From an optimization exercise on the open Yosys and OpenROAD flow, aimed at small area; shortcuts taken in it are not production practice.
The RTL was checked by simulation tests, not by an equivalence proof against the original design.
The clock port is modelled as an ideal driver, which makes a skipped or thinned clock tree look cheaper than it is; a real chip needs a root buffer or a tree.
Power figures rest on the tool's default switching activity, not on a simulated workload.

## v6
==> flow/design.v <==
module uart_fifo_ctrl(
	input wire clk,
	input wire rst,
	input wire rx,
	output wire tx
);
	reg [3:0] pos;
	reg [3:0] rd_off;
	wire do_wr, do_rd;
	always @(posedge clk or posedge rst)
		if (rst)
			pos <= 4'd0;
		else
			pos <= pos + {3'd0, !do_wr};
	reg [127:0] ring;
	wire [7:0] ring_out = ring[127:120];
	wire wr_now;
	reg [7:0] rx_sh;
	wire [7:0] ring_in = wr_now ? rx_sh : ring_out;
	always @(posedge clk)
		ring <= {ring[119:0], ring_in};
	reg [3:0] rx_ph;
	reg [3:0] rx_cnt;
	wire rx_tick = (rx_cnt == 4'd15);
	wire rx_idle = rx_ph[3] && !rx_ph[1] && rx_ph[0] && rx_cnt[0];
	wire rx_wr = rx_idle && !rx_cnt[1];
	always @(posedge clk)
		if (!rx_ph[3] && rx_tick)
			rx_sh <= {rx, rx_sh[7:1]};
	reg [7:0] rx_nxt;
	always @(*) begin
		if (rx_idle)
			rx_nxt = rx ? 8'h93 : 8'hF8;
		else if (rx_tick && rx_ph == 4'd15 && rx)
			rx_nxt = 8'h93;
		else if (rx_tick && rx_ph == 4'd8 && !rx)
			rx_nxt = 8'h92;
		else
			rx_nxt = {rx_ph, rx_cnt} + 8'd1;
	end
	always @(posedge clk or posedge rst)
		if (rst)
			{rx_ph, rx_cnt[1:0]} <= 6'b100111;
		else
			{rx_ph, rx_cnt[1:0]} <= {rx_nxt[7:4], rx_nxt[1:0]};
	always @(posedge clk)
		rx_cnt[3:2] <= rx_nxt[3:2];
	reg last_wr;	 
	reg empty;
	wire [3:0] tx_ph_w;
	wire full = (rd_off == 4'd0 && last_wr) || (tx_ph_w == 4'd6 && rd_off == 4'd1);
	reg pend;	 
	assign do_wr = rx_wr && !full;
	wire ptr_eq = (rd_off == 4'd0);
	wire cnt0 = ptr_eq && !last_wr;
	assign wr_now = pend && (pos == 4'd15);
	wire off_up = do_rd && !do_wr;
	wire off_dn = do_wr && !do_rd;
	always @(posedge clk or posedge rst) begin
		if (rst) begin
			rd_off <= 4'd0;
			last_wr <= 1'b0;
			empty <= 1'b1;
			pend <= 1'b0;
		end else begin
			rd_off <= rd_off + {{3{off_dn}}, off_dn | off_up};
			if (do_wr != do_rd)
				last_wr <= do_wr;
			empty <= cnt0;
			if (do_wr)
				pend <= 1'b1;
			else if (wr_now)
				pend <= 1'b0;
		end
	end
	reg [3:0] tx_ph;
	reg [3:0] tx_cnt;
	reg [7:0] tx_buf;
	assign tx_ph_w = tx_ph;
	wire tx_idle = (tx_ph == 4'd1) && tx_cnt[0];
	assign do_rd = tx_idle && !empty;
	wire tx_free = (tx_ph[3:1] == 3'd0);
	wire tx_pre = (tx_ph[3:1] == 3'd3);
	wire [7:0] tx_nxt = tx_idle ? (do_rd ? 8'h6F : 8'h11) : {tx_ph, tx_cnt} + 8'd1;
	always @(posedge clk or posedge rst)
		if (rst)
			{tx_ph, tx_cnt[0]} <= 5'b00011;
		else
			{tx_ph, tx_cnt[0]} <= {tx_nxt[7:4], tx_nxt[0]};
	always @(posedge clk)
		tx_cnt[3:1] <= tx_nxt[3:1];
	always @(posedge clk)
		if ((tx_free && pos == rd_off) || (tx_pre && wr_now && cnt0))
			tx_buf <= ring_in;
	assign tx = (tx_ph == 4'd7) ? 1'b0 : (tx_ph[3] ? tx_buf[tx_ph[2:0]] : 1'b1);
endmodule
export LEC_CHECK = 0
export CAP_MARGIN = 20
export CORE_MARGIN = 2
export CORE_UTILIZATION = 70
export SLEW_MARGIN = 20
create_clock -name core_clock -period 10.0 [get_ports {clk}]
standard.sh (not shown) runs the stock make flow with config.mk's settings and CLKGATE_MAP_FILE= SYNTH_SCRIPT=/design/flow/synth_recipe.tcl, a recipe that flattens the netlist after the stock synthesis.
==> flow/flow/run.sh <==
#!/bin/bash
# Standard layout (standard.sh) with these changes:
#  - synthesis uses an area-oriented abc script (flow/synth.tcl,
#    flow/abc_area.script) in place of ORFS's abc_speed.script;
#  - after floorplanning, combinational cells are set to their smallest
#    drive strength (downsize.tcl); placement's repair sizes up where needed;
#  - ports are buffered with buf_1 cells;
#  - the clock tree is built by manual_cts.tcl: one root buffer driving 16
#    leaf buffers, each at the centre of an equal-sized group of flip-flops.
# Each tool's output is in the ORFS logs under orfs/logs; make's own output
# is in standard_flow.log.
set -euo pipefail
W=$PWD
F=$W/flow
rm -rf "$W/area_scripts"
cp -r "$FLOW_HOME/scripts" "$W/area_scripts"
cp "$F/abc_area.script" "$W/area_scripts/abc_speed.script"
export AREA_SCRIPTS_DIR=$W/area_scripts
export POST_FLOORPLAN_TCL=$F/downsize.tcl
export PRE_CTS_TCL=$F/manual_cts.tcl
export BUFFER_PORTS_ARGS="-buffer_cell sky130_fd_sc_hd__buf_1"
export MCTS_N=16 MCTS_ROOTS=1 MCTS_CELL=sky130_fd_sc_hd__clkbuf_4 MCTS_ROOT=sky130_fd_sc_hd__clkbuf_4
bash standard.sh SYNTH_SCRIPT="$F/synth.tcl" finish > standard_flow.log 2>&1
Other scripts of this flow, unchanged in this note and not shown: flow/flow/abc_area.script, flow/flow/downsize.tcl, flow/flow/manual_cts.tcl, flow/flow/synth.tcl
The following lists how v7 was set up differently from v6:
--- a/flow/design.v
+++ b/flow/design.v
@@ -7,11 +7,8 @@
 	reg [3:0] pos;
 	reg [3:0] rd_off;
 	wire do_wr, do_rd;
-	always @(posedge clk or posedge rst)
-		if (rst)
-			pos <= 4'd0;
-		else
-			pos <= pos + {3'd0, !do_wr};
+	always @(posedge clk)
+		pos <= pos + {3'd0, !do_wr};
 	reg [127:0] ring;
 	wire [7:0] ring_out = ring[127:120];
 	wire wr_now;
Diff v6..v7 | maximum net fanout on the critical path | unchanged. The estimated power of v7 ends up lower than the estimate for v6. Sort v6 and v7 by cell area, ascending, and v7 comes first. Post-layout minimum cycle time across v6 and v7: no real change. v7 against v6; first-iteration DRC count is down by more than a quarter. Of v6 and v7, the run reporting the higher total number of vias was v6.
No run of this note takes its clock network from TritonCTS; it comes from the design's own scripts or RTL.

[separate check: timing with driven ports]
Ports are ideal in the flow. The routed layouts listed here were re-timed in OpenROAD. Step 1 assumes that a clkbuf_16 drives the clock port and a buf_2 every other input. Step 2 moves the port delays by t, midway between the first and last clock arrival at a register: inputs arrive t later, outputs are due t later. That takes back most of the time a late clock gives input paths. Slacks: ideal ports / drivers / drivers and shift; pairs: ideal ports / drivers.
run	t, ns	setup WS [ns]	slew at the worst register clock pin (ns)
v6	0.540	5.868 / 5.838 / 6.378	0.11 / 0.11
v7	0.524	5.871 / 5.843 / 6.367	0.11 / 0.11
After both steps every run listed still meets setup and hold.
